This is an optimization exercise on Yosys and OpenROAD, whose aim is small area and a short achievable clock period, not a production implementation. Only simulation tests tie the RTL to the original design; equivalence was not proved.

Setup of before:
## cpu_top
module cpu_top (
    input  logic clk,
    input  logic rst,
    input  logic activate,  
    input  logic isolate,   
    output logic [31:0] imem_addr,
    input  logic [15:0] imem_data,
    output logic [31:0] dmem_addr,
    output logic        dmem_wren,
    output logic        dmem_rden,
    output logic [31:0] dmem_wrdata,
    input  logic [31:0] dmem_rddata
);
clock: 14.0 ns
lec_check: 0
cap_margin: 20
core_margin: 2
core_utilization: 50
slew_margin: 20
tns_end_percent: 5
standard.sh (not shown) runs the stock make flow with config.mk's settings and CLKGATE_MAP_FILE= SYNTH_SCRIPT=/design/flow/synth_recipe.tcl, a recipe that flattens the netlist after the stock synthesis.
==> flow/flow/run.sh <==
#!/bin/bash
# Standard ORFS layout (the standard.sh, unchanged synthesis), with the
# timing repair steps asked to leave setup slack margin so that they
# optimise for a shorter period than the 14 ns constraint, and the port
# buffers made as plain buf_2 cells (the resizer still sizes them).
set -euo pipefail
bash standard.sh SETUP_SLACK_MARGIN=10.4 \
  "BUFFER_PORTS_ARGS=-buffer_cell sky130_fd_sc_hd__buf_2" finish > standard_flow.log 2>&1
diff inputs: before => after
diff --git a/flow/design.v b/flow/design.v
--- a/flow/design.v
+++ b/flow/design.v
@@ -105,12 +105,13 @@
     logic        rst_q;      
     logic [31:0] a_ex, b_ex;
     logic [ 4:0] imm_ex;         
     logic        str_ex, add_ex, sub_ex, sh_ex;
     logic [ 3:0] lut_ex;         
     logic [ 1:0] shop_ex;        
+    logic        lsl_ex;
     logic [ 3:0] fm_ex;          
     logic        rw_ex, mw_ex, mr_ex, bl_ex;
     logic [ 3:0] wa_ex;
     logic [31:0] exo_mem, wd_mem;
     logic        rw_mem, mw_mem, mr_mem;
     logic [ 3:0] wa_mem;
@@ -230,13 +231,13 @@
     assign fz_y[1] = fm_ex[2] ? 1'b1 : z_reg;
     logic [4:0]  k, rot;
     logic        big, lsl, asr, ror, allfill, fill;
     logic [31:0] rv, wrapm, shr;
     assign k    = a_ex[4:0];
     assign big  = |a_ex[31:6];
-    assign lsl  = shop_ex == 2'b00;
+    assign lsl  = lsl_ex;
     assign asr  = shop_ex == 2'b10;
     assign ror  = shop_ex == 2'b11;
     assign rot  = k ^ {5{lsl}};
     assign fill = asr && b_ex[31];
     assign allfill = big || (a_ex[5] && !ror);
     always_comb begin
@@ -264,32 +265,32 @@
     assign dmem_rden   = mr_mem;
     assign dmem_wrdata = wd_mem;
     logic [15:0] iw;
     logic [ 3:0] if_ra1;
     logic [ 2:0] if_ra2;
     logic        if_alusrc, if_bl, if_bx, if_b, if_cb, if_g2;
-    assign iw = rst ? 16'b0 : imem_data;
+    assign iw = imem_data;
     idec dec_if (.i(iw), .ra1(if_ra1), .ra2(if_ra2), .wa(), .rw(), .alusrc(if_alusrc),
                  .bl(if_bl), .bx(if_bx), .b(if_b), .cb(if_cb));
     assign if_g2 = !if_bl && !if_alusrc;
     logic [3:0] ra1_q;
     logic [2:0] ra2_q;
     logic       alusrc_q, bl_q, bx_q, b_q, cb_q;
     logic       fe1, fm1, fw1, fe2, fm2, fw2;
     always_ff @(posedge clk) begin
         ra1_q    <= if_ra1;
         ra2_q    <= if_ra2;
         alusrc_q <= if_alusrc;
-        bl_q     <= if_bl;
-        bx_q     <= if_bx;
-        b_q      <= if_b;
-        cb_q     <= if_cb;
-        fe1 <= !rst && dec_rw && wa == if_ra1;
+        bl_q     <= !rst && if_bl;
+        bx_q     <= !rst && if_bx;
+        b_q      <= !rst && if_b;
+        cb_q     <= !rst && if_cb;
+        fe1 <= dec_rw && wa == if_ra1;
         fm1 <= rw_ex  && wa_ex  == if_ra1;
         fw1 <= rw_mem && wa_mem == if_ra1;
-        fe2 <= if_g2 && !rst && dec_rw && wa == {1'b0, if_ra2};
+        fe2 <= if_g2 && dec_rw && wa == {1'b0, if_ra2};
         fm2 <= if_g2 && rw_ex  && wa_ex  == {1'b0, if_ra2};
         fw2 <= if_g2 && rw_mem && wa_mem == {1'b0, if_ra2};
     end
     logic [31:0] rf1, rf2;
     always_comb begin
         case (ra1_q)
@@ -337,12 +338,13 @@
         imm_ex    <= instr[10:6];
         str_ex    <= d_str;
         add_ex    <= dec_add;
         sub_ex    <= dec_sub;
         sh_ex     <= dp_shift;
         shop_ex   <= {dpop[2], dpop[0]};
+        lsl_ex    <= dpop[3:0] == 4'b0010;
         lut_ex    <= dec_lut;
         wa_ex     <= wa;
         fm_ex     <= rst ? 4'b0 : dec_fm;
         rw_ex     <= !rst && dec_rw;
         mw_ex     <= !rst && d_str;
         mr_ex     <= !rst && d_ldr;
--- outcome ---
Comparing after with before, the antenna cell count came out essentially unchanged.
after: detailed-route wire length 10,000 um above before
Number of gates on the worst path with buffers counted delta for after relative to before: 4 lower
Taking before as the reference, in after largest voltage drop on the vdd net fell by about 18%, smallest setup slack after layout went down.
before vs after, launch point of the critical path: lut_ex[3] vs a_ex[0]

-- port drivers added, routing unchanged --
How much do the figures lean on ideal ports? The routed layouts below were timed once more, with nothing changed but the port constraints. Step 1: set_driving_cell puts a clkbuf_16 on clk and a buf_2 on each other input, an assumption about the parent block. Step 2 moves the port delays by t, midway between the first and last clock arrival at a register: inputs arrive t later, outputs are due t later. That takes back most of the time a late clock gives input paths. a / b / c = ideal ports / drivers / drivers and shift; a / b = the first two.
| run | t, ns | slack for setup (ns) | hold WS [ns] | slew at the worst register clock pin (ns) |
|---|---|---|---|---|
| before | 0.704 | 9.901 / 9.896 / 9.234 | 0.326 / 0.326 / 0.326 | 0.07 / 0.07 |
| after | 0.692 | 9.782 / 9.728 / 9.306 | 0.332 / 0.332 / 0.332 | 0.09 / 0.09 |
After both steps setup and hold are still met in every run listed. For before, which loses most, drivers alone change the setup slack by -0.005 ns; drivers and shift together by -0.667 ns.
